From an optimization exercise on the open Yosys and OpenROAD flow, aimed at small area, a short achievable clock period and few clock cycles per item; shortcuts taken in it are not production practice.
Only simulation tests tie the RTL to the original design; equivalence was not proved.
Power and IR drop assume default switching activity.

==> flow/config.mk <==
export PLATFORM = sky130hd
export DESIGN_NAME = Out_of_Order_divider
export DESIGN_NICKNAME = Out_of_Order_divider
export VERILOG_FILES = /design/flow/design.v
export SDC_FILE = /design/flow/constraint.sdc
export NUM_CORES = 4
export LEC_CHECK = 0
export CAP_MARGIN = 20
export CORE_MARGIN = 2
export CORE_UTILIZATION = 40
export PLACE_DENSITY = 0.6
export SETUP_SLACK_MARGIN = 2.8
export SLEW_MARGIN = 20
==> flow/standard.sh <==
#!/bin/bash
# synth_recipe.tcl (not shown) runs the flow's synth.tcl, then flattens the netlist and writes it again
# the make line also repeats each setting of config.mk as NAME=value (left out here)
make -C /OpenROAD-flow-scripts/flow DESIGN_CONFIG=/design/flow/config.mk WORK_HOME=/design/flow/orfs CLKGATE_MAP_FILE= SYNTH_SCRIPT=/design/flow/synth_recipe.tcl "${@:-finish}"
==> flow/flow/run.sh <==
#!/bin/bash
# The standard layout, with every input and output port buffered by a
# sky130_fd_sc_hd__buf_1 instead of the resizer's default choice.
set -euo pipefail
bash standard.sh BUFFER_PORTS_ARGS="-buffer_cell sky130_fd_sc_hd__buf_1" ADDER_MAP_FILE= finish > standard.log 2>&1
==> flow/constraint.sdc <==
create_clock -name core_clock -period 6.0 [get_ports {clk}]
set_input_delay 1.2000 -clock core_clock [delete_from_list [all_inputs] [get_ports {clk}]]
set_output_delay 1.2000 -clock core_clock [all_outputs]
set_load 0.01 [all_outputs]
==> flow/design.v <==
module single_divider (Clk, a_in, d_in, q_out, r_out);
input Clk;
input [7:0] a_in, d_in;
output [7:0] q_out, r_out;
wire [0:0] x0 = a_in[7:7];
wire [1:0] b_0;
wire [0:0] df_0;
assign b_0[0] = 1'b0;
assign df_0[0] = x0[0] ^ d_in[0] ^ b_0[0];
assign b_0[1] = (~x0[0] & d_in[0]) | (~(x0[0] ^ d_in[0]) & b_0[0]);
wire ge_0 = (d_in[7:1] == 0) && !b_0[1];
wire [0:0] r1 = ge_0 ? df_0 : x0;
wire [0:0] qq1 = {ge_0};
wire [6:0] aa1 = a_in[6:0];
wire [1:0] x1 = {r1, aa1[6:6]};
wire [2:0] b_1;
wire [1:0] df_1;
assign b_1[0] = 1'b0;
assign df_1[0] = x1[0] ^ d_in[0] ^ b_1[0];
assign b_1[1] = (~x1[0] & d_in[0]) | (~(x1[0] ^ d_in[0]) & b_1[0]);
assign df_1[1] = x1[1] ^ d_in[1] ^ b_1[1];
assign b_1[2] = (~x1[1] & d_in[1]) | (~(x1[1] ^ d_in[1]) & b_1[1]);
wire ge_1 = (d_in[7:2] == 0) && !b_1[2];
wire [1:0] r2 = ge_1 ? df_1 : x1;
wire [1:0] qq2 = {qq1, ge_1};
wire [5:0] aa2 = aa1[5:0];
wire [2:0] x2 = {r2, aa2[5:5]};
wire [3:0] b_2;
wire [2:0] df_2;
assign b_2[0] = 1'b0;
assign df_2[0] = x2[0] ^ d_in[0] ^ b_2[0];
assign b_2[1] = (~x2[0] & d_in[0]) | (~(x2[0] ^ d_in[0]) & b_2[0]);
assign df_2[1] = x2[1] ^ d_in[1] ^ b_2[1];
assign b_2[2] = (~x2[1] & d_in[1]) | (~(x2[1] ^ d_in[1]) & b_2[1]);
assign df_2[2] = x2[2] ^ d_in[2] ^ b_2[2];
assign b_2[3] = (~x2[2] & d_in[2]) | (~(x2[2] ^ d_in[2]) & b_2[2]);
wire ge_2 = (d_in[7:3] == 0) && !b_2[3];
wire [2:0] r3 = ge_2 ? df_2 : x2;
wire [2:0] qq3 = {qq2, ge_2};
wire [4:0] aa3 = aa2[4:0];
reg [2:0] r_p1;
always @(posedge Clk) r_p1 <= r3;
reg [4:0] a_p1;
always @(posedge Clk) a_p1 <= aa3;
reg [2:0] q_p1;
always @(posedge Clk) q_p1 <= qq3;
reg [7:0] d_p1;
always @(posedge Clk) d_p1 <= d_in;
wire [3:0] x3 = {r_p1, a_p1[4:4]};
wire [4:0] b_3;
wire [3:0] df_3;
assign b_3[0] = 1'b0;
assign df_3[0] = x3[0] ^ d_p1[0] ^ b_3[0];
assign b_3[1] = (~x3[0] & d_p1[0]) | (~(x3[0] ^ d_p1[0]) & b_3[0]);
assign df_3[1] = x3[1] ^ d_p1[1] ^ b_3[1];
assign b_3[2] = (~x3[1] & d_p1[1]) | (~(x3[1] ^ d_p1[1]) & b_3[1]);
assign df_3[2] = x3[2] ^ d_p1[2] ^ b_3[2];
assign b_3[3] = (~x3[2] & d_p1[2]) | (~(x3[2] ^ d_p1[2]) & b_3[2]);
assign df_3[3] = x3[3] ^ d_p1[3] ^ b_3[3];
assign b_3[4] = (~x3[3] & d_p1[3]) | (~(x3[3] ^ d_p1[3]) & b_3[3]);
wire ge_3 = (d_p1[7:4] == 0) && !b_3[4];
wire [3:0] r4 = ge_3 ? df_3 : x3;
wire [3:0] qq4 = {q_p1, ge_3};
wire [3:0] aa4 = a_p1[3:0];
wire [4:0] x4 = {r4, aa4[3:3]};
wire [5:0] b_4;
wire [4:0] df_4;
assign b_4[0] = 1'b0;
assign df_4[0] = x4[0] ^ d_p1[0] ^ b_4[0];
assign b_4[1] = (~x4[0] & d_p1[0]) | (~(x4[0] ^ d_p1[0]) & b_4[0]);
assign df_4[1] = x4[1] ^ d_p1[1] ^ b_4[1];
assign b_4[2] = (~x4[1] & d_p1[1]) | (~(x4[1] ^ d_p1[1]) & b_4[1]);
assign df_4[2] = x4[2] ^ d_p1[2] ^ b_4[2];
assign b_4[3] = (~x4[2] & d_p1[2]) | (~(x4[2] ^ d_p1[2]) & b_4[2]);
assign df_4[3] = x4[3] ^ d_p1[3] ^ b_4[3];
assign b_4[4] = (~x4[3] & d_p1[3]) | (~(x4[3] ^ d_p1[3]) & b_4[3]);
assign df_4[4] = x4[4] ^ d_p1[4] ^ b_4[4];
assign b_4[5] = (~x4[4] & d_p1[4]) | (~(x4[4] ^ d_p1[4]) & b_4[4]);
wire ge_4 = (d_p1[7:5] == 0) && !b_4[5];
wire [4:0] r5 = ge_4 ? df_4 : x4;
wire [4:0] qq5 = {qq4, ge_4};
wire [2:0] aa5 = aa4[2:0];
reg [4:0] r_p2;
always @(posedge Clk) r_p2 <= r5;
reg [2:0] a_p2;
always @(posedge Clk) a_p2 <= aa5;
reg [4:0] q_p2;
always @(posedge Clk) q_p2 <= qq5;
reg [7:0] d_p2;
always @(posedge Clk) d_p2 <= d_p1;
wire [5:0] x5 = {r_p2, a_p2[2:2]};
wire [6:0] b_5;
wire [5:0] df_5;
assign b_5[0] = 1'b0;
assign df_5[0] = x5[0] ^ d_p2[0] ^ b_5[0];
assign b_5[1] = (~x5[0] & d_p2[0]) | (~(x5[0] ^ d_p2[0]) & b_5[0]);
assign df_5[1] = x5[1] ^ d_p2[1] ^ b_5[1];
assign b_5[2] = (~x5[1] & d_p2[1]) | (~(x5[1] ^ d_p2[1]) & b_5[1]);
assign df_5[2] = x5[2] ^ d_p2[2] ^ b_5[2];
assign b_5[3] = (~x5[2] & d_p2[2]) | (~(x5[2] ^ d_p2[2]) & b_5[2]);
assign df_5[3] = x5[3] ^ d_p2[3] ^ b_5[3];
assign b_5[4] = (~x5[3] & d_p2[3]) | (~(x5[3] ^ d_p2[3]) & b_5[3]);
assign df_5[4] = x5[4] ^ d_p2[4] ^ b_5[4];
assign b_5[5] = (~x5[4] & d_p2[4]) | (~(x5[4] ^ d_p2[4]) & b_5[4]);
assign df_5[5] = x5[5] ^ d_p2[5] ^ b_5[5];
assign b_5[6] = (~x5[5] & d_p2[5]) | (~(x5[5] ^ d_p2[5]) & b_5[5]);
wire ge_5 = (d_p2[7:6] == 0) && !b_5[6];
wire [5:0] r6 = ge_5 ? df_5 : x5;
wire [5:0] qq6 = {q_p2, ge_5};
wire [1:0] aa6 = a_p2[1:0];
wire [6:0] x6 = {r6, aa6[1:1]};
wire [7:0] b_6;
wire [6:0] df_6;
assign b_6[0] = 1'b0;
assign df_6[0] = x6[0] ^ d_p2[0] ^ b_6[0];
assign b_6[1] = (~x6[0] & d_p2[0]) | (~(x6[0] ^ d_p2[0]) & b_6[0]);
assign df_6[1] = x6[1] ^ d_p2[1] ^ b_6[1];
assign b_6[2] = (~x6[1] & d_p2[1]) | (~(x6[1] ^ d_p2[1]) & b_6[1]);
assign df_6[2] = x6[2] ^ d_p2[2] ^ b_6[2];
assign b_6[3] = (~x6[2] & d_p2[2]) | (~(x6[2] ^ d_p2[2]) & b_6[2]);
assign df_6[3] = x6[3] ^ d_p2[3] ^ b_6[3];
assign b_6[4] = (~x6[3] & d_p2[3]) | (~(x6[3] ^ d_p2[3]) & b_6[3]);
assign df_6[4] = x6[4] ^ d_p2[4] ^ b_6[4];
assign b_6[5] = (~x6[4] & d_p2[4]) | (~(x6[4] ^ d_p2[4]) & b_6[4]);
assign df_6[5] = x6[5] ^ d_p2[5] ^ b_6[5];
assign b_6[6] = (~x6[5] & d_p2[5]) | (~(x6[5] ^ d_p2[5]) & b_6[5]);
assign df_6[6] = x6[6] ^ d_p2[6] ^ b_6[6];
assign b_6[7] = (~x6[6] & d_p2[6]) | (~(x6[6] ^ d_p2[6]) & b_6[6]);
wire ge_6 = (d_p2[7:7] == 0) && !b_6[7];
wire [6:0] r7 = ge_6 ? df_6 : x6;
wire [6:0] qq7 = {qq6, ge_6};
wire [0:0] aa7 = aa6[0:0];
reg [6:0] r_p3;
always @(posedge Clk) r_p3 <= r7;
reg [0:0] a_p3;
always @(posedge Clk) a_p3 <= aa7;
reg [6:0] q_p3;
always @(posedge Clk) q_p3 <= qq7;
reg [7:0] d_p3;
always @(posedge Clk) d_p3 <= d_p2;
wire [7:0] x7 = {r_p3, a_p3[0:0]};
wire [8:0] b_7;
wire [7:0] df_7;
assign b_7[0] = 1'b0;
assign df_7[0] = x7[0] ^ d_p3[0] ^ b_7[0];
assign b_7[1] = (~x7[0] & d_p3[0]) | (~(x7[0] ^ d_p3[0]) & b_7[0]);
assign df_7[1] = x7[1] ^ d_p3[1] ^ b_7[1];
assign b_7[2] = (~x7[1] & d_p3[1]) | (~(x7[1] ^ d_p3[1]) & b_7[1]);
assign df_7[2] = x7[2] ^ d_p3[2] ^ b_7[2];
assign b_7[3] = (~x7[2] & d_p3[2]) | (~(x7[2] ^ d_p3[2]) & b_7[2]);
assign df_7[3] = x7[3] ^ d_p3[3] ^ b_7[3];
assign b_7[4] = (~x7[3] & d_p3[3]) | (~(x7[3] ^ d_p3[3]) & b_7[3]);
assign df_7[4] = x7[4] ^ d_p3[4] ^ b_7[4];
assign b_7[5] = (~x7[4] & d_p3[4]) | (~(x7[4] ^ d_p3[4]) & b_7[4]);
assign df_7[5] = x7[5] ^ d_p3[5] ^ b_7[5];
assign b_7[6] = (~x7[5] & d_p3[5]) | (~(x7[5] ^ d_p3[5]) & b_7[5]);
assign df_7[6] = x7[6] ^ d_p3[6] ^ b_7[6];
assign b_7[7] = (~x7[6] & d_p3[6]) | (~(x7[6] ^ d_p3[6]) & b_7[6]);
assign df_7[7] = x7[7] ^ d_p3[7] ^ b_7[7];
assign b_7[8] = (~x7[7] & d_p3[7]) | (~(x7[7] ^ d_p3[7]) & b_7[7]);
wire ge_7 = 1'b1 && !b_7[8];
wire [7:0] r8 = ge_7 ? df_7 : x7;
wire [7:0] qq8 = {q_p3, ge_7};
reg [7:0] r_p4;
always @(posedge Clk) r_p4 <= r8;
reg [7:0] q_p4;
always @(posedge Clk) q_p4 <= qq8;
assign q_out = q_p4;
assign r_out = r_p4;
endmodule
`timescale 1 ns / 100 ps
module Out_of_Order_divider (clk, rst, start, memory_write_complete, dd_addr, dd_data, qr_we, qr_addr, qr_data);
input clk, rst, start;
output memory_write_complete;
output [4:0] dd_addr;
input [15:0] dd_data;
output qr_we;
output [4:0] qr_addr;
output [15:0] qr_data;
reg [5:0] cnt;
wire last = cnt[5] && (cnt[1:0] == 2'd3);
always @(posedge clk, posedge rst)
begin
  if (rst)
    cnt <= 6'd0;
  else if (last)
    cnt <= 6'd0;
  else if (start || cnt != 6'd0)
    cnt <= cnt + 6'd1;
end
wire [5:0] wcnt = cnt - 6'd4;
assign dd_addr = cnt[4:0];
assign qr_we = (cnt >= 6'd4);
assign qr_addr = wcnt[4:0];
assign memory_write_complete = last;
single_divider divider (.Clk(clk), .a_in(dd_data[15:8]), .d_in(dd_data[7:0]), .q_out(qr_data[15:8]), .r_out(qr_data[7:0]));
endmodule
==> impl_metrics.yaml, run 1 <==
run_status:
  run_status: "no timing/DRC/antenna violations"
routing:
  antenna_left: 0
  wl_per_cell_um: 11.6
  vias: 2534
  via_per_inst: 4.85
  drcViolationCount: 0
  drt_iter0_drc: 61
  routed_wl_um: 6050
  firstDrtPassIters: 4
critical_path:
  worstPathMaxFanout: 5
  startpoint_type: "register"
  reg2regPathDepth: 13
  arrival_ns: 3.51
  slowest_stage: "or3_4"
  crit_top_cell: "o41ai_4"
  crit_type: "register to register"
  cp.required_ns: 6.25
  path_cells: "nand2b_2 -> o211a_4 -> or3_1 -> a22oi_2 -> xnor2_2 -> or3_4 -> a221o_1 -> o31ai_4 -> o41ai_4 -> buf_6 -> o41ai_4 -> a311oi_2 -> xnor2_1"
  end_kind: "register"
  max_stage_delay_ns: 0.38
clocking:
  clkLatencyLatePin_ns: 0.36
  root_buffer: "clkbuf_8"
  cts_tree: "yes"
  clk_path_buf_depth: 2
  path_clk_slew_ns: 0.09
  cts_max_level: 3
  clock_sinks: 85
  numCtsBuffers: 9
  cts_hold_buf: 0
timing:
  rsz0062_at_grt: "yes"
  fin_crit_sh_pct: 54.3
  setup_viol: 0
  fin_skew_ns: 0.00869
  tns_ns: 0
  tightest_slew_ns: 0.530
  timing.slew.headroom_pct: 63.8
  final.setup.worst_slack_ns: 2.74
  finalHoldViolCount: 0
  fin_crit_ns: 3.26
  fmax_ghz: 0.307
  slew_violations: 0
global_route:
  grt_pass1_vias: 2343
  grt_usage_pct: 12.7
  antenna_found_initial: 0
  grt_pass1_wl_um: 9960
  grt_max_degree: 18
  overflow: 0
placement:
  placed_area_um2: 3800
  gp_congestion: 0.827
  io_buffers: 46
  dp_cells: 496
  dp_hpwl_um: 4380
  dp_slack_ns: 2.38
worst_hold_path:
  hold_path.class: "register to register"
  min_path_cells: 0
pwr:
  pwr_density_cell_nw_per_um2: 340
  peakVddDrop_mv: 0.132
  p_leak_uw: 0.00162
yosys:
  ys_seq_area_share_pct: 48.3
  syn_inst: 357
  synth_warnings: 2
  synthFlopType: "dfxtp_1"
  async_flop_share_pct: 7.06
  ys_types: 65
  synth_nets: 376
  synth_area_um2: 3580
  avgSynthCellArea_um2: 10.0
  synth-seq-cells: 85
  synth-edff-count: 0
die:
  core-area_um2: 8720
  dieArea_um2: 9730
  die_y_um: 98.6
  io_pins: 47
  fp.dieW_um: 98.6
  fp-row-count: 34
  initial_utilization_pct: 41.1
cells_and_area:
  synthToLayoutAreaGrowth_pct: 19.1
  insertedDiodeCount: 0
  drive_gt1_share_pct: 20.7
  nets: 429
  nFillCells: 805
  instances_no_fill: 523
  final_cell_area_um2: 4270
job:
  maxCapViolCount: 0
-- cells in the mapped netlist (2+ instances only) --
cell type	instances	area, um2
dfxtp_1	79	1580
xnor2_1	34	298
nand2_1	31	116
nor2_1	26	97.6
inv_1	21	78.8
o21ai_0	16	80.1
a21oi_1	14	70.1
xor2_1	13	114
buf_4	8	60.1
maj3_1	8	80.1
nand2b_1	8	50.1
nor2b_1	8	50.1
dfrtp_1	6	150
nand3_1	6	30.0
nor3_1	6	30.0
and2_1	5	31.3
buf_2	4	20.0
a31oi_1	3	18.8
maj3_2	3	33.8
or3_1	3	18.8
a2111oi_0	2	17.5
a211o_1	2	17.5
a221o_1	2	20.0
a22o_1	2	17.5
a311oi_2	2	30.0
and3_1	2	12.5
o21a_1	2	15.0
o31ai_2	2	25.0
o32ai_1	2	17.5
or2_1	2	12.5
-- cells by family (layout without fill, tap and decap cells) --
kind of cell | after synthesis | in the layout | share of synthesized area (%)
buffers and inverters | 37 | 95 | 4.89
AND/OR/NAND/NOR | 105 | 105 | 14.4
AO/OA/AOI/OAI | 71 | 71 | 17.4
adder cells (fa/ha/maj) | 11 | 11 | 3.18
multiplexers | 1 | 1 | 0.314
XOR/XNOR | 47 | 47 | 11.5
flip-flops | 85 | 85 | 48.3
-- per-stage QoR --
stage / total power (uW) / hold WS [ns] / util (%)
floorplan: 994 / 0.310 / -
global placement: 1040 / 0.310 / 43.5
detailed placement: 1050 / 0.312 / 43.5
CTS: 1440 / 0.333 / 46.0
global route: 1540 / 0.336 / 48.9
finish: 1450 / 0.330 / 48.9
-- path summary, 6_finish.rpt --
kind	slack, ns	startpoint	to
worst max-delay path	2.74	divider.a_p2[2]	divider.r_p3[1]
worst min-delay path	0.33	divider.a_p1[2]	divider.a_p2[2]
worst max register to register	2.74	divider.a_p2[2]	divider.r_p3[1]
worst min register to register	0.33	divider.a_p1[2]	divider.a_p2[2]
max in group asynchronous	5.09	rst	cnt[4]
min in group asynchronous	0.71	rst	cnt[1]
-- area by class of cell --
type	count	area [um2]	share of cell area, %
inverter	22	82.6	1.94
clock inverter	7	65.1	1.52
clock buffer	9	124	2.90
multi-input combinational	235	1830	43.0
timing repair buffer	57	267	6.25
tap	108	135	3.17
sequential	85	1760	41.3
-- where the power goes --
part / internal (uW) / switching [uW]
Clock: 161 / 221
Sequential: 640 / 65.9
Combinational: 167 / 196
Total: 968 / 483
-- flip-flops by register name, summed over array words and instances, names as in the netlist --
name          flops
divider.d_p1      8
divider.a_p2      3
divider.a_p1      5
divider.r_p4      8
divider.r_p2      5
divider.q_p3      7
divider.r_p1      3
divider.q_p4      8
divider.d_p3      8
divider.q_p1      3
divider.d_p2      8
cnt               6
divider.q_p2      5
divider.r_p3      7
divider.a_p3      1
-- worst max-delay path: cells and delay by family, from the launching register on --
kind                   cells  cell delay (ns)
buffers and inverters      1             0.15
flip-flops                 1             0.35
XOR/XNOR                   2             0.25
AO/OA/AOI/OAI              7             1.43
AND/OR/NAND/NOR            3             0.96
-- routing by layer --
metal	vias to the layer above	wire length (um)	track usage, %	share of wire, %
met3	12	198	3.62	3.3
met2	36	3080	22.2	51
met1	1169	2640	13.8	44
met5	-	0	0	0
met4	0	127	6.74	2.1
li1	1317	-	-	-
-- placed cells by master (no fill, tap or decap), types with 5 or more instances in the layout --
cell and n:
dfxtp_1 66, buf_1 46, nand2_1 31, xnor2_1 31, nor2_1 24, inv_1 21
o21ai_0 16, xor2_1 13, a21oi_1 12, clkbuf_8 9, dfxtp_2 8, buf_4 8
maj3_1 7, nand2b_1 7, nand3_1 6, dfrtp_1 6, nor2b_1 5, and2_1 5
dfxtp_4 5
-- timing repair --
action | 4_1_cts | 5_1_grt
pin swaps | 1 | 11
endpoints found under the setup margin | 13 | 16
buffers inserted | 1 | 10
resized for setup | 7 | 43
Testbench counts, summed over its fixed seeds: cycles 6,912, jobs 192.
==> run 2, diff against run 1 <==
--- a/flow/config.mk
+++ b/flow/config.mk
@@ -10,4 +10,3 @@
 export CORE_UTILIZATION = 40
 export PLACE_DENSITY = 0.6
-export SETUP_SLACK_MARGIN = 2.8
 export SLEW_MARGIN = 20
==> impl_metrics.yaml, run 2 <==
die:
  dieArea_um2: 9730
  initial_utilization_pct: 41.1
  core-area_um2: 8720
  fp-row-count: 34
  fp.dieW_um: 98.6
  io_pins: 47
  die_y_um: 98.6
yosys:
  avgSynthCellArea_um2: 10.0
  yosys-top-cells-area: "dfxtp_1, xnor2_1, dfrtp_1"
  synth-edff-count: 0
  yosysMostFrequentCell: "dfxtp_1"
  synth_top_area_cell: "dfxtp_1"
  async_flop_share_pct: 7.06
  ys_seq_area_share_pct: 48.3
  synth_warnings: 2
  synthFlopType: "dfxtp_1"
  synth_nets: 376
  synth_top_area_share_pct: 44.1
  synth_area_um2: 3580
  synth_commonest_cells: "dfxtp_1, xnor2_1, nand2_1"
  syn_inst: 357
  ys_types: 65
  synth-seq-cells: 85
cells_and_area:
  synthToLayoutAreaGrowth_pct: 11.3
  mostFrequentLayoutCell: "dfxtp_1"
  nets: 418
  drive_gt1_share_pct: 10.6
  insertedDiodeCount: 0
  mostFrequentLayoutCells: "dfxtp_1, buf_1, xnor2_1"
  instances_no_fill: 512
critical_path:
  path_delay_family: "compound AO/OA/AOI/OAI gates"
  max_stage_delay_ns: 0.56
  slowest_stage: "o41ai_4"
  worstPathMaxFanout: 10
  cp.required_ns: 6.29
  crit_type: "register to register"
  end_kind: "register"
  startpoint_type: "register"
  arrival_ns: 3.69
  path_cells: "nand2b_1 -> o211a_4 -> or3_1 -> a22oi_2 -> xnor2_1 -> or3_1 -> a221o_1 -> o31ai_2 -> o41ai_4 -> nor3_1 -> a311oi_2 -> xnor2_1"
  worst-path-buf-inv: 0
placement:
  io_buffers: 46
  dp_cells: 496
  gp_congestion: 0.827
  dp_hpwl_um: 4380
job:
  maxCapViolCount: 0
timing:
  hold_slack_ns: 0.333
  tightest_slew_ns: 0.813
  fmax_ghz: 0.294
  finalHoldViolCount: 0
  setup_viol: 0
  slew_violations: 0
  fin_crit_sh_pct: 56.6
  timing.slew.headroom_pct: 44.4
  tns_ns: 0
  rsz0062_at_grt: "no"
  fin_crit_ns: 3.40
  fin_skew_ns: 0.00931
clocking:
  cts_resized: 0
  root_buffer: "clkbuf_8"
  path_clk_slew_ns: 0.09
  clk_path_buf_depth: 2
  clock_sinks: 85
  cts_hold_buf: 0
  numCtsBuffers: 9
  cts_tree: "yes"
  post-cts-setup-buffers: 0
  clkLatencyLatePin_ns: 0.35
  cts_max_level: 3
routing:
  highest_layer: "met4"
  via_per_inst: 4.84
  wl_met1_um: 2550
  wl_per_cell_um: 11.2
  firstDrtPassIters: 4
  antenna_left: 0
  drt_iter0_drc: 67
  route.met3.wl_um: 185
  routed_wl_um: 5740
  met2_length_um: 2850
  drcViolationCount: 0
  vias: 2476
pwr:
  p_leak_uw: 0.00151
  p_seq_share_pct: 49.7
  p_int_uw: 949
  pwr_density_cell_nw_per_um2: 355
  combPwrFrac_pct: 23.4
  clockPowerShare_pct: 26.9
  peakVddDrop_mv: 0.129
  p_switching_uw: 467
  p_sw_share_pct: 33.0
global_route:
  grt_pass1_wl_um: 9870
  grt_max_degree: 18
  grt_pass1_vias: 2316
  grt_usage_pct: 12.6
  overflow: 0
  antenna_found_initial: 0
run_status:
  run_status: "no timing/DRC/antenna violations"
worst_hold_path:
  hold_path.class: "register to register"
run 2: cell counts after synthesis:
No cell type changed its count.
run 2: cell type report:
cell class | count | area [um2]
clock inverter | 7 | 65.1
clock buffer | 9 | 124
inverter | 22 | 82.6
multi-input combinational | 235 | 1680
timing repair buffer | 46 | 173
tap | 108 | 135
fill | 833 | 4730
sequential | 85 | 1730
run 2: cells by family after synthesis:
family / synth area share (%)
mux: 0.314
flops: 48.3
compound gates: 17.4
buf+inv: 4.89
xor+xnor: 11.5
fa+ha+maj: 3.18
simple gates: 14.4
run 2: path summary, 6_finish.rpt:
| check | start | cells after the start | endpoint | slack [ns] |
|---|---|---|---|---|
| max | divider.d_p2[0] | 12 | divider.r_p3[1] | 2.60 |
| min | divider.a_p1[0] | 0 | divider.a_p2[0] | 0.33 |
| max reg2reg | divider.d_p2[0] | 12 | divider.r_p3[1] | 2.60 |
| min reg2reg | divider.a_p1[0] | 0 | divider.a_p2[0] | 0.33 |
| max in group asynchronous | rst | 2 | cnt[4] | 5.09 |
| min in group asynchronous | rst | 2 | cnt[1] | 0.72 |
run 2: metrics by stage:
stage | power [uW] | utilization [%] | setup WS [ns] | area [um2]
after floorplan | 994 | - | 2.97 | 3580
after global placement | 1040 | 43.5 | 2.47 | 3800
after CTS | 1440 | 45.7 | 2.59 | 3990
after detailed placement | 1050 | 43.5 | 2.38 | 3800
after global routing | 1510 | 45.7 | 2.27 | 3990
final | 1420 | 45.7 | 2.60 | 3990
run 2: routing by layer:
| layer | global-route usage [%] | up-vias |
|---|---|---|
| met4 | 6.74 | 0 |
| met2 | 21.8 | 39 |
| met5 | 0 | - |
| met1 | 13.9 | 1130 |
| met3 | 3.62 | 14 |
| li1 | - | 1293 |
run 2: power by group through the flow:
stage / Sequential [uW] / Combinational (uW) / Clock (uW)
global route: 716 / 373 / 420
global placement: 715 / 329 / 0
detailed placement: 718 / 336 / 0
finish: 704 / 332 / 381
CTS: 704 / 337 / 397
floorplan: 710 / 285 / 0
==> run 3, diff against run 2 <==
--- a/flow/config.mk
+++ b/flow/config.mk
@@ -10,3 +10,4 @@
 export CORE_UTILIZATION = 40
 export PLACE_DENSITY = 0.6
+export SETUP_SLACK_MARGIN = 2.2
 export SLEW_MARGIN = 20
==> impl_metrics.yaml, run 3 <==
clocking:
  root_buffer: "clkbuf_8"
  post-cts-setup-buffers: 0
  clk_path_buf_depth: 2
  clock_sinks: 85
  clkLatencyLatePin_ns: 0.35
  cts_hold_buf: 0
  cts_resized: 0
  path_clk_slew_ns: 0.09
  numCtsBuffers: 9
  cts_tree: "yes"
  cts_max_level: 3
pwr:
  p_leak_uw: 0.00151
  p_switching_uw: 467
  clockPowerShare_pct: 26.9
  p_sw_share_pct: 33.0
  p_int_uw: 949
  peakVddDrop_mv: 0.129
  p_seq_share_pct: 49.7
  pwr_density_cell_nw_per_um2: 355
  combPwrFrac_pct: 23.4
critical_path:
  worstPathMaxFanout: 10
  end_kind: "register"
  r2r_slack_ns: 2.60
  reg2regPathDepth: 12
  worstReg2RegEnd: "divider.r_p3[1]"
  cp.required_ns: 6.29
  startpoint_type: "register"
  r2r-start: "divider.d_p2[0]"
  arrival_ns: 3.69
  crit_type: "register to register"
worst_hold_path:
  hold_path.class: "register to register"
  hold_start: "divider.a_p1[0]"
  hold_end: "divider.a_p2[0]"
  min_path_cells: 0
timing:
  rsz0062_at_grt: "no"
  finalHoldViolCount: 0
  fmax_ghz: 0.294
  tns_ns: 0
  slew_violations: 0
  fin_skew_ns: 0.00931
  tightest_slew_ns: 0.813
  fin_crit_sh_pct: 56.6
  fin_crit_ns: 3.40
  hold_slack_ns: 0.333
  timing.slew.headroom_pct: 44.4
  setup_viol: 0
cells_and_area:
  synthToLayoutAreaGrowth_pct: 11.3
  mostFrequentLayoutCells: "dfxtp_1, buf_1, xnor2_1"
  mostFrequentLayoutCell: "dfxtp_1"
  nets: 418
  insertedDiodeCount: 0
  drive_gt1_share_pct: 10.6
yosys:
  synthMuxAreaShare_pct: 0.314
  synth_warnings: 2
  async_flop_share_pct: 7.06
  ys_types: 65
  synth_top_family_by_area: "compound AO/OA/AOI/OAI gates"
  synth_area_um2: 3580
  synth-seq-cells: 85
  syn_inst: 357
  synthAdderAreaFrac_pct: 3.18
  ys_seq_area_share_pct: 48.3
  synth-xor-area-share_pct: 11.5
  synth_nets: 376
  yosysMostFrequentCell: "dfxtp_1"
  synthFlopType: "dfxtp_1"
  synth-edff-count: 0
  synth_top_area_share_pct: 44.1
  synth_top_area_cell: "dfxtp_1"
  yosys-top-cells-area: "dfxtp_1, xnor2_1, dfrtp_1"
  avgSynthCellArea_um2: 10.0
  synth_compound_area_share_pct: 17.4
  synth-simple-area-share_pct: 14.4
  synth_commonest_cells: "dfxtp_1, xnor2_1, nand2_1"
global_route:
  overflow: 0
  antenna_found_initial: 0
  grt_pass1_vias: 2316
  grt_max_degree: 18
  grt_pass1_wl_um: 9870
  grt_usage_pct: 12.6
routing:
  routed_wl_um: 5740
  vias: 2476
  wl_per_cell_um: 11.2
  firstDrtPassIters: 4
  antenna_left: 0
  drt_iter0_drc: 67
  via_per_inst: 4.84
  drcViolationCount: 0
die:
  die_y_um: 98.6
  initial_utilization_pct: 41.1
  fp-row-count: 34
  io_pins: 47
  fp.dieW_um: 98.6
  dieArea_um2: 9730
  core-area_um2: 8720
placement:
  dp_hpwl_um: 4380
  gp_congestion: 0.827
  io_buffers: 46
run_status:
  run_status: "no timing/DRC/antenna violations"
job:
  maxCapViolCount: 0
==> run 3: cell counts after synthesis <==
Identical to the previous run, type by type.
==> run 3: power by group through the flow <==
stage / sequential (uW) / combinational [uW] / clock [uW]
6_report: 704 / 332 / 381
5_1_grt: 716 / 373 / 420
4_1_cts: 704 / 337 / 397
3_5_place_dp: 718 / 336 / 0
3_3_place_gp: 715 / 329 / 0
2_1_floorplan: 710 / 285 / 0
==> run 3: metrics by stage <==
step / total power [uW] / util [%] / std cells / instance area, um2 / setup slack (ns)
2_1_floorplan: 994 / - / 357 / 3580 / 2.97
3_3_place_gp: 1040 / 43.5 / 496 / 3800 / 2.47
3_5_place_dp: 1050 / 43.5 / 496 / 3800 / 2.38
4_1_cts: 1440 / 45.7 / 512 / 3990 / 2.59
5_1_grt: 1510 / 45.7 / 512 / 3990 / 2.27
6_report: 1420 / 45.7 / 512 / 3990 / 2.60
==> run 3: cell type report <==
class,instances,area (um2)
Fill cell,833,4730
Sequential cell,85,1730
Multi-Input combinational cell,235,1680
Timing Repair Buffer,46,173
Tap cell,108,135
Clock buffer,9,124
Inverter,22,82.6
Clock inverter,7,65.1
==> run 3: worst max-delay path: stages, from the launching register on <==
cell      delay [ns]
dfxtp_1         0.50
nand2b_1        0.18
o211a_4         0.31
or3_1           0.36
a22oi_2         0.16
xnor2_1         0.27
or3_1           0.20
a221o_1         0.15
o31ai_2         0.10
o41ai_4         0.56
nor3_1          0.12
a311oi_2        0.28
xnor2_1         0.14
==> run 3: worst max path at each step <==
stage,from,endpoint,depth (start not counted)
floorplan,divider.d_p2[0],divider.r_p3[1],13
global route,divider.d_p2[0],divider.r_p3[1],12
global placement,dd_data[6],divider.r_p1[1],11
CTS,divider.d_p2[0],divider.r_p3[1],12
finish,divider.d_p2[0],divider.r_p3[1],12
detailed placement,dd_data[6],divider.r_p1[1],11
==> run 3: logic make-up after synthesis <==
logic type | after synthesis
XOR/XNOR | 47
flip-flops | 85
AO/OA/AOI/OAI | 71
multiplexers | 1
adder cells (fa/ha/maj) | 11
AND/OR/NAND/NOR | 105
buffers and inverters | 37
==> run 3: layer usage <==
metal	vias to the layer above	global-route usage [%]	wire [um]
met5	-	0	0
met4	0	6.74	151
met3	14	3.62	185
met2	39	21.8	2850
met1	1130	13.9	2550
li1	1293	-	-
==> run 4, diff against run 3 <==
--- a/flow/config.mk
+++ b/flow/config.mk
@@ -10,4 +10,4 @@
 export CORE_UTILIZATION = 40
 export PLACE_DENSITY = 0.6
-export SETUP_SLACK_MARGIN = 2.2
+export SETUP_SLACK_MARGIN = 2.5
 export SLEW_MARGIN = 20
==> impl_metrics.yaml, run 4 <==
die:
  dieArea_um2: 9730
  io_pins: 47
  core-area_um2: 8720
  initial_utilization_pct: 41.1
  fp-row-count: 34
  die_y_um: 98.6
  fp.dieW_um: 98.6
cells_and_area:
  drive_gt1_share_pct: 12.1
  final_cell_area_um2: 4010
  nFillCells: 831
  mostFrequentLayoutCell: "dfxtp_1"
  insertedDiodeCount: 0
  synthToLayoutAreaGrowth_pct: 11.8
  mostFrequentLayoutCells: "dfxtp_1, buf_1, xnor2_1"
  nets: 418
critical_path:
  startpoint_type: "register"
  path_delay_family: "compound AO/OA/AOI/OAI gates"
  end_kind: "register"
  max_stage_delay_ns: 0.55
  worstPathMaxFanout: 8
  cp.required_ns: 6.29
  arrival_ns: 3.55
  crit_top_cell: "xnor2_1"
  worst-path-buf-inv: 0
  path_cells: "or2_1 -> a211oi_4 -> o221ai_4 -> a21oi_1 -> xnor2_1 -> o21a_1 -> a221o_1 -> o31ai_2 -> o41ai_4 -> nor3_1 -> a311oi_2 -> xnor2_1"
  crit_type: "register to register"
  reg2regPathDepth: 12
  cp.depth: 12
  slowest_stage: "o41ai_4"
pwr:
  pwr_density_cell_nw_per_um2: 354
  p_leak_uw: 0.00152
  peakVddDrop_mv: 0.129
  power.total_uw: 1420
timing:
  fin_skew_ns: 0.00972
  slew_violations: 0
  finalHoldViolCount: 0
  rsz0062_at_grt: "no"
  setup_viol: 0
  tns_ns: 0
  fmax_ghz: 0.307
  fin_crit_ns: 3.26
  timing.slew.headroom_pct: 44.4
  hold_slack_ns: 0.333
  fin_crit_sh_pct: 54.3
  tightest_slew_ns: 0.813
placement:
  gp_congestion: 0.827
  io_buffers: 46
  dp_hpwl_um: 4380
  placed_area_um2: 3800
yosys:
  syn_inst: 357
  synth-seq-cells: 85
  synth-edff-count: 0
  synth_top_area_share_pct: 44.1
  synth_top_area_cell: "dfxtp_1"
  synth_warnings: 2
  synthFlopType: "dfxtp_1"
  ys_types: 65
  yosys-top-cells-area: "dfxtp_1, xnor2_1, dfrtp_1"
  synth_commonest_cells: "dfxtp_1, xnor2_1, nand2_1"
  async_flop_share_pct: 7.06
  synth_area_um2: 3580
  ys_seq_area_share_pct: 48.3
  avgSynthCellArea_um2: 10.0
  synth_nets: 376
  yosysMostFrequentCell: "dfxtp_1"
routing:
  antenna_left: 0
  firstDrtPassIters: 4
  drcViolationCount: 0
  wl_per_cell_um: 11.3
  drt_iter0_drc: 67
  vias: 2476
  via_per_inst: 4.84
  routed_wl_um: 5770
clocking:
  root_buffer: "clkbuf_8"
  clk_path_buf_depth: 2
  cts_tree: "yes"
  clkLatencyLatePin_ns: 0.36
  path_clk_slew_ns: 0.09
  cts_max_level: 3
  post-cts-setup-buffers: 0
  clock_sinks: 85
  numCtsBuffers: 9
global_route:
  grt_max_degree: 18
  antenna_found_initial: 0
  overflow: 0
  grt_usage_pct: 12.6
  grt_pass1_wl_um: 9870
  grt_pass1_vias: 2316
worst_hold_path:
  hold_path.class: "register to register"
  min_path_cells: 0
run_status:
  run_status: "no timing/DRC/antenna violations"
job:
  maxCapViolCount: 0
-- run 4: worst paths after layout --
kind                            startpoint              end  slack (ns)
min in group asynchronous              rst           cnt[1]        0.71
max reg2reg                divider.d_p2[6]  divider.r_p3[1]        2.74
max                        divider.d_p2[6]  divider.r_p3[1]        2.74
max in group asynchronous              rst           cnt[4]        5.10
min                        divider.a_p1[0]  divider.a_p2[0]        0.33
min reg2reg                divider.a_p1[0]  divider.a_p2[0]        0.33
-- run 4: timing repair --
action | in CTS | in global routing
hold buffers | 0 | 0
gates resized for setup | 0 | 7
endpoints found under the setup margin | 0 | 2
-- run 4: worst register-to-register path: stages, from the launching register on --
cell and delay, ns:
dfxtp_1 0.37, or2_1 0.30, a211oi_4 0.34, o221ai_4 0.21, a21oi_1 0.20, xnor2_1 0.22, o21a_1 0.20, a221o_1 0.16
o31ai_2 0.10, o41ai_4 0.55, nor3_1 0.12, a311oi_2 0.28, xnor2_1 0.14
-- run 4: cell families (layout without fill, tap and decap cells) --
group,after synthesis,in the layout,share of synthesized area (%)
DFF,85,85,48.3
muxes,1,1,0.314
and+or+nand+nor,105,105,14.4
xor gates and xnor gates,47,47,11.5
buffers and inverters,37,84,4.89
adders and majority gates,11,11,3.18
AOI/OAI and AO/OA,71,71,17.4
-- run 4: final cells by class --
| cell class | count | area [um2] | area share, % |
|---|---|---|---|
| clock inverter | 7 | 65.1 | 1.62 |
| timing repair buffer | 46 | 173 | 4.31 |
| clock buffer | 9 | 124 | 3.09 |
| sequential | 85 | 1740 | 43.3 |
| multi-input combinational | 235 | 1690 | 42.2 |
| tap | 108 | 135 | 3.37 |
| inverter | 22 | 82.6 | 2.06 |
-- run 4: metrics by stage --
step | setup slack (ns) | util (%) | std cells
after floorplan | 2.97 | - | 357
after global placement | 2.47 | 43.5 | 496
final | 2.74 | 45.9 | 512
after CTS | 2.59 | 45.7 | 512
after global routing | 2.51 | 45.9 | 512
after detailed placement | 2.38 | 43.5 | 496
-- run 4: report_power, final --
group          total (uW)  switching, uW  internal, uW  leakage, uW
Combinational         333            184           149     0.000690
Clock                 382            221           161    0.0000947
Sequential            704           64.2           640     0.000733
Total                1420            470           950      0.00152
-- run 4: layer usage --
metal  global-route usage (%)  vias to the layer above  part of all wire (%)
li1                         -                     1292                     -
met1                     13.9                     1125                    44
met4                     6.74                        0                   2.6
met2                     21.8                       43                    49
met3                     3.62                       16                   3.6
met5                        0                        -                     0
==> run 5, diff against run 4 <==
--- a/flow/config.mk
+++ b/flow/config.mk
@@ -8,6 +8,5 @@
 export CAP_MARGIN = 20
 export CORE_MARGIN = 2
-export CORE_UTILIZATION = 40
-export PLACE_DENSITY = 0.6
-export SETUP_SLACK_MARGIN = 2.5
+export CORE_UTILIZATION = 55
+export PLACE_DENSITY = 0.75
 export SLEW_MARGIN = 20
==> impl_metrics.yaml, run 5 <==
pwr:
  combPwrFrac_pct: 23.1
  p_int_uw: 990
  p_sw_share_pct: 31.8
  p_seq_share_pct: 48.6
  pwr_density_cell_nw_per_um2: 366
  clockPowerShare_pct: 28.3
  peakVddDrop_mv: 0.268
  p_switching_uw: 461
  p_leak_uw: 0.00152
yosys:
  yosysMostFrequentCell: "dfxtp_1"
  synth_nets: 376
  ys_seq_area_share_pct: 48.3
  synthFlopType: "dfxtp_1"
  avgSynthCellArea_um2: 10.0
  async_flop_share_pct: 7.06
  synth_top_area_cell: "dfxtp_1"
  synth_warnings: 2
  synth_top_area_share_pct: 44.1
  synth_area_um2: 3580
  synth_commonest_cells: "dfxtp_1, xnor2_1, nand2_1"
  yosys-top-cells-area: "dfxtp_1, xnor2_1, dfrtp_1"
  ys_types: 65
  syn_inst: 357
  synth-seq-cells: 85
  synth-edff-count: 0
clocking:
  post-cts-setup-buffers: 0
  cts_hold_buf: 0
  clock_sinks: 85
  cts_max_level: 3
  root_buffer: "clkbuf_8"
  cts_tree: "yes"
  path_clk_slew_ns: 0.09
  clk_path_buf_depth: 2
  cts_resized: 0
  clkLatencyLatePin_ns: 0.35
  numCtsBuffers: 9
global_route:
  overflow: 0
  antenna_found_initial: 0
  grt_usage_pct: 16.7
  grt_pass1_wl_um: 9720
  grt_pass1_vias: 2406
  grt_max_degree: 18
critical_path:
  r2r-start: "divider.d_p2[0]"
  path_cells: "nand2b_1 -> o211a_4 -> or3_1 -> a22oi_2 -> xnor2_1 -> or3_1 -> a221o_1 -> o31ai_2 -> o41ai_4 -> nor3_1 -> a311oi_2 -> xnor2_1"
  startpoint_type: "register"
  end_kind: "register"
  crit_start: "divider.d_p2[0]"
  slowest_stage: "o41ai_4"
  cp.required_ns: 6.29
  reg2regPathDepth: 12
  max_stage_delay_ns: 0.55
  worstReg2RegEnd: "divider.r_p3[1]"
  arrival_ns: 3.68
  crit_type: "register to register"
  r2r_slack_ns: 2.62
  worstPathMaxFanout: 10
  crit_end: "divider.r_p3[1]"
cells_and_area:
  nets: 418
  insertedDiodeCount: 0
  mostFrequentLayoutCell: "dfxtp_1"
  synthToLayoutAreaGrowth_pct: 10.8
  fin_util_pct: 62.8
  mostFrequentLayoutCells: "dfxtp_1, buf_1, xnor2_1"
  final_cell_area_um2: 3970
  drive_gt1_share_pct: 10.6
placement:
  gp_congestion: 0.823
  dp_slack_ns: 2.62
  io_buffers: 46
  dp_hpwl_um: 4410
  placed_area_um2: 3760
routing:
  vias: 2564
  firstDrtPassIters: 4
  drcViolationCount: 0
  drt_iter0_drc: 86
  via_per_inst: 5.33
  antenna_left: 0
  wl_per_cell_um: 12.1
  routed_wl_um: 5810
die:
  dieArea_um2: 7170
  fp-row-count: 29
  initial_utilization_pct: 56.7
  io_pins: 47
  fp.dieW_um: 84.7
  die_y_um: 84.7
  core-area_um2: 6310
timing:
  timing.slew.headroom_pct: 61.5
  tns_ns: 0
  fin_skew_ns: 0.00740
  final.setup.worst_slack_ns: 2.62
  fin_crit_ns: 3.38
  fin_crit_sh_pct: 56.4
  rsz0062_at_grt: "no"
  slew_violations: 0
  tightest_slew_ns: 0.563
  fmax_ghz: 0.296
  setup_viol: 0
  finalHoldViolCount: 0
worst_hold_path:
  hold_path.class: "register to register"
job:
  maxCapViolCount: 0
run_status:
  run_status: "no timing/DRC/antenna violations"
-- run 5: cell counts after synthesis --
Identical to the previous run, type by type.
-- run 5: final cells by class --
class | count | area (um2)
clock buffer | 9 | 124
clock inverter | 7 | 85.1
fill | 537 | 2350
inverter | 22 | 82.6
multi-input combinational | 235 | 1680
sequential | 85 | 1730
tap | 77 | 96.3
timing repair buffer | 46 | 173
-- run 5: per-stage QoR --
step / hold slack [ns] / instances / total power, uW
finish: 0.329 / 481 / 1450
floorplan: 0.310 / 357 / 994
global placement: 0.311 / 465 / 1040
CTS: 0.332 / 481 / 1470
detailed placement: 0.314 / 465 / 1060
global route: 0.339 / 481 / 1530
-- run 5: logic make-up (layout without fill, tap and decap cells) --
family	Yosys count	count (layout)	share of synthesized area [%]
AND/OR/NAND/NOR	105	105	14.4
XOR/XNOR	47	47	11.5
buffers and inverters	37	84	4.89
multiplexers	1	1	0.314
adder cells (fa/ha/maj)	11	11	3.18
flip-flops	85	85	48.3
AO/OA/AOI/OAI	71	71	17.4
-- run 5: power groups by stage --
stage | Combinational (uW) | Sequential (uW) | Clock, uW
floorplan | 285 | 710 | 0
global placement | 326 | 714 | 0
detailed placement | 337 | 719 | 0
CTS | 339 | 706 | 425
global route | 373 | 717 | 443
finish | 335 | 705 | 411
-- run 5: layer usage --
metal / routed length [um] / global-route usage, % / vias to the layer above
met5: 0 / 0 / -
met2: 3160 / 31.7 / 60
met3: 270 / 5.80 / 17
li1: - / - / 1295
met1: 2260 / 16.4 / 1192
met4: 114 / 6.78 / 0
-- run 5: how the worst min path moves through the flow --
stage                          startpoint               to  cells after the start
after floorplan           divider.a_p1[0]  divider.a_p2[0]                      0
after global placement    divider.q_p3[0]  divider.q_p4[1]                      0
after detailed placement  divider.q_p3[0]  divider.q_p4[1]                      0
after CTS                 divider.q_p3[0]  divider.q_p4[1]                      0
after global routing      divider.q_p3[0]  divider.q_p4[1]                      0
final                     divider.q_p3[0]  divider.q_p4[1]                      0
-- run 5: worst max-delay path, delay by kind of cell, from the launching register on --
kind	cells	cell delay, ns
xor+xnor	2	0.40
compound gates	6	1.55
flops	1	0.50
simple gates	4	0.87
==> run 6, diff against run 5 <==
--- a/flow/config.mk
+++ b/flow/config.mk
@@ -10,3 +10,4 @@
 export CORE_UTILIZATION = 55
 export PLACE_DENSITY = 0.75
+export SETUP_SLACK_MARGIN = 2.5
 export SLEW_MARGIN = 20
==> impl_metrics.yaml, run 6 <==
pwr:
  p_leak_uw: 0.00154
  p_int_uw: 993
  peakVddDrop_mv: 0.271
  combPwrFrac_pct: 23.3
  clockPowerShare_pct: 28.3
  p_sw_share_pct: 31.9
  p_seq_share_pct: 48.4
  p_switching_uw: 465
  pwr_density_cell_nw_per_um2: 365
yosys:
  ys_types: 65
  syn_inst: 357
  synth_top_area_cell: "dfxtp_1"
  synth_warnings: 2
  avgSynthCellArea_um2: 10.0
  yosysMostFrequentCell: "dfxtp_1"
  synth_nets: 376
  synth-edff-count: 0
  synth_commonest_cells: "dfxtp_1, xnor2_1, nand2_1"
  ys_seq_area_share_pct: 48.3
  async_flop_share_pct: 7.06
  synth-seq-cells: 85
  synth_top_area_share_pct: 44.1
  yosys-top-cells-area: "dfxtp_1, xnor2_1, dfrtp_1"
  synth_area_um2: 3580
  synthFlopType: "dfxtp_1"
critical_path:
  r2r-start: "divider.d_p1[0]"
  path_cells: "and2b_4 -> o221ai_2 -> a31oi_2 -> nor3_2 -> xnor2_1 -> maj3_2 -> maj3_2 -> a21boi_1 -> o22ai_2 -> o21ai_2 -> a311oi_2 -> xnor2_1"
  slowest_stage: "dfxtp_1"
  max_stage_delay_ns: 0.53
  end_kind: "register"
  cp.required_ns: 6.29
  arrival_ns: 3.61
  r2r_slack_ns: 2.68
  worstPathMaxFanout: 10
  worstReg2RegEnd: "divider.r_p2[1]"
  reg2regPathDepth: 12
  crit_type: "register to register"
  startpoint_type: "register"
timing:
  timing.slew.headroom_pct: 61.5
  rsz0062_at_grt: "no"
  tightest_slew_ns: 0.563
  finalHoldViolCount: 0
  setup_viol: 0
  fin_crit_ns: 3.32
  fin_skew_ns: 0.00708
  fin_crit_sh_pct: 55.3
  fmax_ghz: 0.301
  slew_violations: 0
  tns_ns: 0
  final.setup.worst_slack_ns: 2.68
global_route:
  antenna_found_initial: 0
  grt_usage_pct: 16.7
  grt_pass1_wl_um: 9720
  overflow: 0
  grt_pass1_vias: 2406
  grt_max_degree: 18
die:
  core-area_um2: 6310
  io_pins: 47
  fp.dieW_um: 84.7
  dieArea_um2: 7170
  initial_utilization_pct: 56.7
  die_y_um: 84.7
  fp-row-count: 29
placement:
  dp_slack_ns: 2.62
  io_buffers: 46
  dp_hpwl_um: 4410
  dp_cells: 465
  gp_congestion: 0.823
clocking:
  clkLatencyLatePin_ns: 0.35
  numCtsBuffers: 9
  cts_hold_buf: 0
  path_clk_slew_ns: 0.09
  root_buffer: "clkbuf_8"
  cts_max_level: 3
  cts_tree: "yes"
  clk_path_buf_depth: 2
  clock_sinks: 85
routing:
  drcViolationCount: 0
  antenna_left: 0
  vias: 2554
  firstDrtPassIters: 4
  via_per_inst: 5.29
  routed_wl_um: 5920
  wl_per_cell_um: 12.2
  drt_iter0_drc: 88
worst_hold_path:
  hold_end: "divider.q_p4[1]"
  hold_path.class: "register to register"
  hold_start: "divider.q_p3[0]"
  min_path_cells: 0
cells_and_area:
  instances_no_fill: 483
  nFillCells: 535
  mostFrequentLayoutCells: "dfxtp_1, buf_1, xnor2_1"
  regArea_um2: 1730
  drive_gt1_share_pct: 11.8
  nets: 420
  insertedDiodeCount: 0
  synthToLayoutAreaGrowth_pct: 11.5
  mostFrequentLayoutCell: "dfxtp_1"
  multi_input_area_um2: 1690
run_status:
  run_status: "no timing/DRC/antenna violations"
job:
  maxCapViolCount: 0
## run 6: cell counts after synthesis
Identical to the previous run, type by type.
## run 6: cells by family (layout without fill, tap and decap cells)
| logic type | Yosys count | count (layout) | share of synthesized area, % |
|---|---|---|---|
| adders and majority gates | 11 | 11 | 3.18 |
| buffers and inverters | 37 | 86 | 4.89 |
| DFF | 85 | 85 | 48.3 |
| AOI/OAI and AO/OA | 71 | 71 | 17.4 |
| xor gates and xnor gates | 47 | 47 | 11.5 |
| and+or+nand+nor | 105 | 105 | 14.4 |
| muxes | 1 | 1 | 0.314 |
## run 6: worst max path at each step
| stage | startpoint | end | slack [ns] | depth (start not counted) |
|---|---|---|---|---|
| 2_1_floorplan | divider.d_p2[0] | divider.r_p3[1] | 2.97 | 13 |
| 3_3_place_gp | dd_data[6] | divider.r_p1[1] | 2.71 | 11 |
| 3_5_place_dp | divider.d_p2[0] | divider.r_p3[1] | 2.62 | 12 |
| 4_1_cts | divider.d_p2[0] | divider.r_p3[1] | 2.60 | 12 |
| 5_1_grt | divider.d_p2[4] | divider.r_p3[1] | 2.50 | 12 |
| 6_report | divider.d_p1[0] | divider.r_p2[1] | 2.68 | 12 |
## run 6: critical path: cells and delay by family (launching register included)
family,cells,cell delay (ns)
XOR/XNOR,2,0.31
flip-flops,1,0.53
adder cells (fa/ha/maj),2,0.72
AND/OR/NAND/NOR,2,0.33
AO/OA/AOI/OAI,6,1.35
## run 6: metal layers
layer / global-route usage (%) / up-vias / part of all wire, %
met5: 0 / - / 0
met1: 16.4 / 1194 / 40
li1: - / 1299 / -
met4: 6.78 / 0 / 1.6
met2: 31.7 / 48 / 55
met3: 5.80 / 13 / 4.2
## run 6: metrics by stage
stage / hold slack [ns] / area [um2] / util [%] / power, uW
finish: 0.329 / 4000 / 63.3 / 1460
global route: 0.339 / 4000 / 63.3 / 1540
CTS: 0.332 / 3970 / 62.8 / 1470
detailed placement: 0.314 / 3760 / 59.5 / 1060
global placement: 0.311 / 3760 / 59.5 / 1040
floorplan: 0.310 / 3580 / - / 994
## run 6: timing repair
action                     4_1_cts  5_1_grt
setup endpoints to repair        0        1
resized for setup                0        3
setup buffers                    0        2
## run 6: layout make-up
| cell class | instances | area share [%] |
|---|---|---|
| Multi-Input combinational cell | 235 | 42.2 |
| Tap cell | 77 | 2.41 |
| Sequential cell | 85 | 43.4 |
| Clock buffer | 9 | 3.10 |
| Clock inverter | 7 | 2.13 |
| Timing Repair Buffer | 48 | 4.70 |
| Inverter | 22 | 2.07 |
## run 6: power by group through the flow
stage	sequential, uW	combinational (uW)	clock (uW)
2_1_floorplan	710	285	0
3_3_place_gp	714	326	0
3_5_place_dp	719	337	0
4_1_cts	706	339	425
5_1_grt	718	378	443
6_report	706	340	412
==> run 7, diff against run 6 <==
==> flow/flow/run.sh (replaced) <==
#!/bin/bash
set -euo pipefail
bash standard.sh BUFFER_PORTS_ARGS="-buffer_cell sky130_fd_sc_hd__buf_1" ADDER_MAP_FILE= CTS_ARGS="-sink_clustering_enable -repair_clock_nets -dont_use_dummy_load" finish > standard.log 2>&1
--- a/flow/config.mk
+++ b/flow/config.mk
@@ -6,8 +6,8 @@
 export NUM_CORES = 4
 export LEC_CHECK = 0
+export ABC_AREA = 1
 export CAP_MARGIN = 20
 export CORE_MARGIN = 2
-export CORE_UTILIZATION = 55
-export PLACE_DENSITY = 0.75
-export SETUP_SLACK_MARGIN = 2.5
+export CORE_UTILIZATION = 40
+export PLACE_DENSITY = 0.6
 export SLEW_MARGIN = 20
==> impl_metrics.yaml, run 7 <==
run_status:
  run_status: "no timing/DRC/antenna violations"
yosys:
  yosysMostFrequentCell: "nand2_1"
  async_flop_share_pct: 7.06
  synth_commonest_cells: "nand2_1, dfxtp_1, inv_1"
  yosys-top-cells-area: "dfxtp_1, nand2_1, inv_1"
  synth_nets: 430
  ys_seq_area_share_pct: 51.6
  synth-seq-cells: 85
  synth_top_area_share_pct: 47.1
  avgSynthCellArea_um2: 8.16
  synth_area_um2: 3360
  synth-edff-count: 0
  ys_types: 32
  syn_inst: 411
  synthFlopType: "dfxtp_1"
  synth_warnings: 2
  synth_top_area_cell: "dfxtp_1"
critical_path:
  startpoint_type: "primary input"
  worstPathMaxFanout: 5
  cp.required_ns: 6.23
  worstReg2RegEnd: "divider.r_p3[4]"
  arrival_ns: 3.43
  reg2regPathDepth: 27
  end_kind: "register"
  crit_type: "primary input to register"
  r2r_slack_ns: 3.25
  r2r-start: "divider.d_p2[0]"
routing:
  antenna_left: 0
  routed_wl_um: 5410
  vias: 2507
  drt_iter0_drc: 57
  firstDrtPassIters: 4
  wl_per_cell_um: 9.60
  drcViolationCount: 0
  via_per_inst: 4.45
clocking:
  post-cts-setup-buffers: 0
  clk_path_buf_depth: 2
  numCtsBuffers: 9
  clock_sinks: 85
  root_buffer: "clkbuf_8"
  cts_resized: 0
  clkLatencyLatePin_ns: 0.35
  cts_hold_buf: 0
  cts_tree: "yes"
  path_clk_slew_ns: 0.09
  cts_max_level: 3
cells_and_area:
  synthToLayoutAreaGrowth_pct: 11.0
  nFillCells: 819
  mostFrequentLayoutCell: "nand2_1"
  multi_input_area_um2: 1340
  mostFrequentLayoutCells: "nand2_1, dfxtp_1, inv_1"
  nets: 479
  regArea_um2: 1730
  drive_gt1_share_pct: 11.1
  insertedDiodeCount: 0
  final_cell_area_um2: 3730
die:
  initial_utilization_pct: 41.0
  io_pins: 47
  fp.dieW_um: 95.6
  dieArea_um2: 9140
  die_y_um: 95.6
  core-area_um2: 8180
  fp-row-count: 33
global_route:
  antenna_found_initial: 0
  use_met1_pct: 14.3
  grt_pass1_vias: 2223
  overflow: 0
  top_usage_layer: "met2"
  grt_pass1_wl_um: 9080
  met3_usage_pct: 3.48
  grtUsageMet2_pct: 22.5
  grt_usage_pct: 13.0
  grt_max_degree: 17
timing:
  finalHoldViolCount: 0
  hold_slack_ns: 0.308
  fin_skew_ns: 0.0265
  timing.slew.headroom_pct: 57.8
  setup_viol: 0
  rsz0062_at_grt: "no"
  fin_crit_sh_pct: 53.3
  fin_crit_ns: 3.20
  fmax_ghz: 0.312
  slew_violations: 0
  tightest_slew_ns: 0.631
  tns_ns: 0
worst_hold_path:
  hold_end: "divider.q_p3[3]"
  min_path_cells: 0
  hold_path.class: "register to register"
  hold_start: "divider.q_p2[1]"
job:
  maxCapViolCount: 0
placement:
  io_buffers: 46
  dp_hpwl_um: 4260
  placed_area_um2: 3600
  gp_congestion: 0.841
pwr:
  pwr_density_cell_nw_per_um2: 353
  p_leak_uw: 0.00176
  peakVddDrop_mv: 0.0985
[run 7: cell types whose count changed in the layout (fill, tap and decap cells not counted), sizes merged, moves of 10 or more]
cell / previous run / this run
or2: 3 / 15
nand3: 6 / 19
maj3: 11 / 1
nor2: 26 / 38
xnor2: 34 / 14
nand2: 32 / 107
inv: 28 / 59
o21ai: 17 / 28
[run 7: metrics by stage]
step	setup slack [ns]	utilization [%]	total power, uW	std cells
after global placement	2.58	44.1	1020	554
after detailed placement	2.43	44.1	1030	554
after CTS	2.79	45.6	1340	563
after floorplan	2.97	-	972	411
final	2.80	45.6	1310	563
after global routing	2.47	45.6	1420	563
[run 7: layout make-up]
class                   count  share of cell area (%)
clock buffers               9                    3.32
inverters                  59                    6.01
multi-input cells         259                    36.0
flip-flops and latches     85                    46.5
well taps                 105                    3.53
repair buffers             46                    4.63
[run 7: routing by layer]
| layer | wire length (um) | part of all wire [%] |
|---|---|---|
| met3 | 194 | 3.6 |
| met2 | 2620 | 48 |
| met1 | 2480 | 46 |
| met5 | 0 | 0 |
| met4 | 112 | 2.1 |
[run 7: worst max-delay path by stage]
stage / depth (start not counted) / to / from
final: 18 / divider.r_p1[2] / dd_data[4]
after global routing: 18 / divider.r_p1[0] / dd_data[4]
after CTS: 18 / divider.r_p1[2] / dd_data[4]
after detailed placement: 18 / divider.r_p1[2] / dd_data[4]
after global placement: 18 / divider.r_p1[2] / dd_data[4]
after floorplan: 17 / divider.r_p1[2] / dd_data[4]
[run 7: logic make-up after synthesis]
family                     after synthesis  share of synthesized area (%)
AOI/OAI and AO/OA                       47                           8.05
xor gates and xnor gates                23                           6.23
adders and majority gates                1                          0.336
buffers and inverters                   67                           8.39
DFF                                     85                           51.6
and+or+nand+nor                        188                           25.4
[run 7: power breakdown]
| group | switching (uW) | internal [uW] | leakage (uW) |
|---|---|---|---|
| logic | 199 | 125 | 0.000966 |
| clock network | 165 | 134 | 0.0000647 |
| registers | 51.0 | 641 | 0.000731 |
| total | 415 | 900 | 0.00176 |
[run 7: critical path, cell delays in order]
cell     delay, ns
buf_1         0.08
nor2_1        0.09
inv_1         0.04
nor4_1        0.32
inv_1         0.10
nor2_1        0.16
inv_1         0.08
a21oi_1       0.13
o21ai_0       0.12
o21ai_0       0.21
inv_1         0.09
nand2_1       0.06
nand2_1       0.06
o21ai_0       0.22
nand3_1       0.11
nand3_1       0.16
inv_1         0.08
o32ai_1       0.11
==> run 8, diff against run 7 <==
--- a/flow/config.mk
+++ b/flow/config.mk
@@ -11,3 +11,4 @@
 export CORE_UTILIZATION = 40
 export PLACE_DENSITY = 0.6
+export SETUP_SLACK_MARGIN = 2.0
 export SLEW_MARGIN = 20
==> impl_metrics.yaml, run 8 <==
yosys:
  syn_inst: 411
  synth_area_um2: 3360
  synth-seq-cells: 85
  async_flop_share_pct: 7.06
  ys_seq_area_share_pct: 51.6
  synth_warnings: 2
  synth_top_area_share_pct: 47.1
  ys_types: 32
  synth-edff-count: 0
  yosysMostFrequentCell: "nand2_1"
  yosys-top-cells-area: "dfxtp_1, nand2_1, inv_1"
  synth_nets: 430
  synthFlopType: "dfxtp_1"
  synth_top_area_cell: "dfxtp_1"
  synth_commonest_cells: "nand2_1, dfxtp_1, inv_1"
  avgSynthCellArea_um2: 8.16
critical_path:
  arrival_ns: 3.43
  path_cells: "buf_1 -> nor2_1 -> inv_1 -> nor4_1 -> inv_1 -> nor2_1 -> inv_1 -> a21oi_1 -> o21ai_0 -> o21ai_0 -> inv_1 -> nand2_1 -> nand2_1 -> o21ai_0 -> nand3_1 -> nand3_1 -> inv_1 -> o32ai_1"
  crit_top_cell: "inv_1"
  crit_type: "primary input to register"
  cp.required_ns: 6.23
  end_kind: "register"
  worst-path-buf-inv: 6
  r2r_slack_ns: 3.25
  slowest_stage: "nor4_1"
  path_delay_family: "simple AND/OR/NAND/NOR gates"
  startpoint_type: "primary input"
  worstPathMaxFanout: 5
  max_stage_delay_ns: 0.32
clocking:
  clk_path_buf_depth: 2
  numCtsBuffers: 9
  post-cts-setup-buffers: 0
  clkLatencyLatePin_ns: 0.35
  path_clk_slew_ns: 0.09
  clock_sinks: 85
  root_buffer: "clkbuf_8"
  cts_tree: "yes"
  cts_hold_buf: 0
  cts_resized: 0
  cts_max_level: 3
timing:
  slew_violations: 0
  hold_slack_ns: 0.308
  fin_crit_sh_pct: 53.3
  finalHoldViolCount: 0
  rsz0062_at_grt: "no"
  final.setup.worst_slack_ns: 2.80
  timing.slew.headroom_pct: 57.8
  tightest_slew_ns: 0.631
  fin_skew_ns: 0.0265
  fmax_ghz: 0.312
  tns_ns: 0
  setup_viol: 0
  fin_crit_ns: 3.20
cells_and_area:
  mostFrequentLayoutCells: "nand2_1, dfxtp_1, inv_1"
  final_cell_area_um2: 3730
  synthToLayoutAreaGrowth_pct: 11.0
  nets: 479
  mostFrequentLayoutCell: "nand2_1"
  insertedDiodeCount: 0
  instances_no_fill: 563
  drive_gt1_share_pct: 11.1
routing:
  firstDrtPassIters: 4
  drt_iter0_drc: 57
  antenna_left: 0
  wl_per_cell_um: 9.60
  via_per_inst: 4.45
  routed_wl_um: 5410
  drcViolationCount: 0
  vias: 2507
die:
  dieArea_um2: 9140
  core-area_um2: 8180
  fp-row-count: 33
  die_y_um: 95.6
  io_pins: 47
  initial_utilization_pct: 41.0
  fp.dieW_um: 95.6
placement:
  dp_slack_ns: 2.43
  io_buffers: 46
  gp_congestion: 0.841
  dp_cells: 554
  placed_area_um2: 3600
  dp_hpwl_um: 4260
global_route:
  grt_pass1_vias: 2223
  overflow: 0
  grt_usage_pct: 13.0
  grt_pass1_wl_um: 9080
  grt_max_degree: 17
  antenna_found_initial: 0
worst_hold_path:
  hold_path.class: "register to register"
pwr:
  p_leak_uw: 0.00176
  pwr_density_cell_nw_per_um2: 353
  peakVddDrop_mv: 0.0985
job:
  maxCapViolCount: 0
run_status:
  run_status: "no timing/DRC/antenna violations"
## run 8: path summary, 6_finish.rpt
kind / startpoint / to / cells after the start
min in group asynchronous: rst / cnt[3] / 2
worst max-delay path: dd_data[4] / divider.r_p1[2] / 18
max in group asynchronous: rst / cnt[1] / 2
worst min register to register: divider.q_p2[1] / divider.q_p3[3] / 0
worst min-delay path: divider.q_p2[1] / divider.q_p3[3] / 0
worst max register to register: divider.d_p2[0] / divider.r_p3[4] / 27
## run 8: final cells by class
| cell class | instances | area (um2) |
|---|---|---|
| multi-input cells | 259 | 1340 |
| flip-flops and latches | 85 | 1730 |
| inverters | 59 | 224 |
| well taps | 105 | 131 |
| fillers | 819 | 4450 |
| repair buffers | 46 | 173 |
| clock buffers | 9 | 124 |
## run 8: cell families (layout without fill, tap and decap cells)
kind of cell / Yosys count / count (layout) / share of synthesized area [%]
buffers and inverters: 67 / 114 / 8.39
and+or+nand+nor: 188 / 188 / 25.4
AOI/OAI and AO/OA: 47 / 47 / 8.05
DFF: 85 / 85 / 51.6
adders and majority gates: 1 / 1 / 0.336
xor gates and xnor gates: 23 / 23 / 6.23
## run 8: metrics by stage
step                      power [uW]  util [%]
after floorplan                  972         -
after global placement          1020      44.1
after detailed placement        1030      44.1
after CTS                       1340      45.6
after global routing            1420      45.6
final                           1310      45.6
## run 8: power breakdown
group / leakage, uW / internal [uW] / switching (uW)
Clock: 0.0000647 / 134 / 165
Sequential: 0.000731 / 641 / 51.0
Combinational: 0.000966 / 125 / 199
Total: 0.00176 / 900 / 415
## run 8: layer usage
| layer | track usage [%] | wire (um) |
|---|---|---|
| met2 | 22.5 | 2620 |
| met1 | 14.3 | 2480 |
| met3 | 3.48 | 194 |
| met4 | 7.38 | 112 |
| met5 | 0 | 0 |

==> port drivers added, routing unchanged <==
The results above use ideal ports. As a check the final layouts listed here were re-extracted and re-timed, cells and wires unchanged.
Step 1 sets driving cells, clkbuf_16 on the clock port and buf_2 on the other inputs (assumed; they add their load-dependent delay and slew).
Step 2 moves the port delays by t, midway between the first and last clock arrival at a register: inputs arrive t later, outputs are due t later. That takes back most of the time a late clock gives input paths.
Three values: ideal, step 1, step 2; two values: the first two.
run | t, ns | setup slack, ns | latest minus earliest clock arrival (ns) | cell pins on the clock port's net
run 1 | 0.385 | 2.741 / 2.741 / 2.705 | 0.010 / 0.010 | 1
run 2 | 0.381 | 2.601 / 2.601 / 2.402 | 0.010 / 0.010 | 1
run 3 | 0.381 | 2.601 / 2.601 / 2.402 | 0.010 / 0.010 | 1
run 4 | 0.388 | 2.741 / 2.741 / 2.402 | 0.011 / 0.011 | 1
run 5 | 0.380 | 2.616 / 2.616 / 2.616 | 0.010 / 0.010 | 1
run 6 | 0.379 | 2.682 / 2.682 / 2.682 | 0.010 / 0.009 | 1
run 7 | 0.365 | 2.800 / 2.811 / 2.446 | 0.028 / 0.027 | 1
run 8 | 0.365 | 2.800 / 2.811 / 2.446 | 0.028 / 0.027 | 1
After both steps every run listed still meets setup and hold.
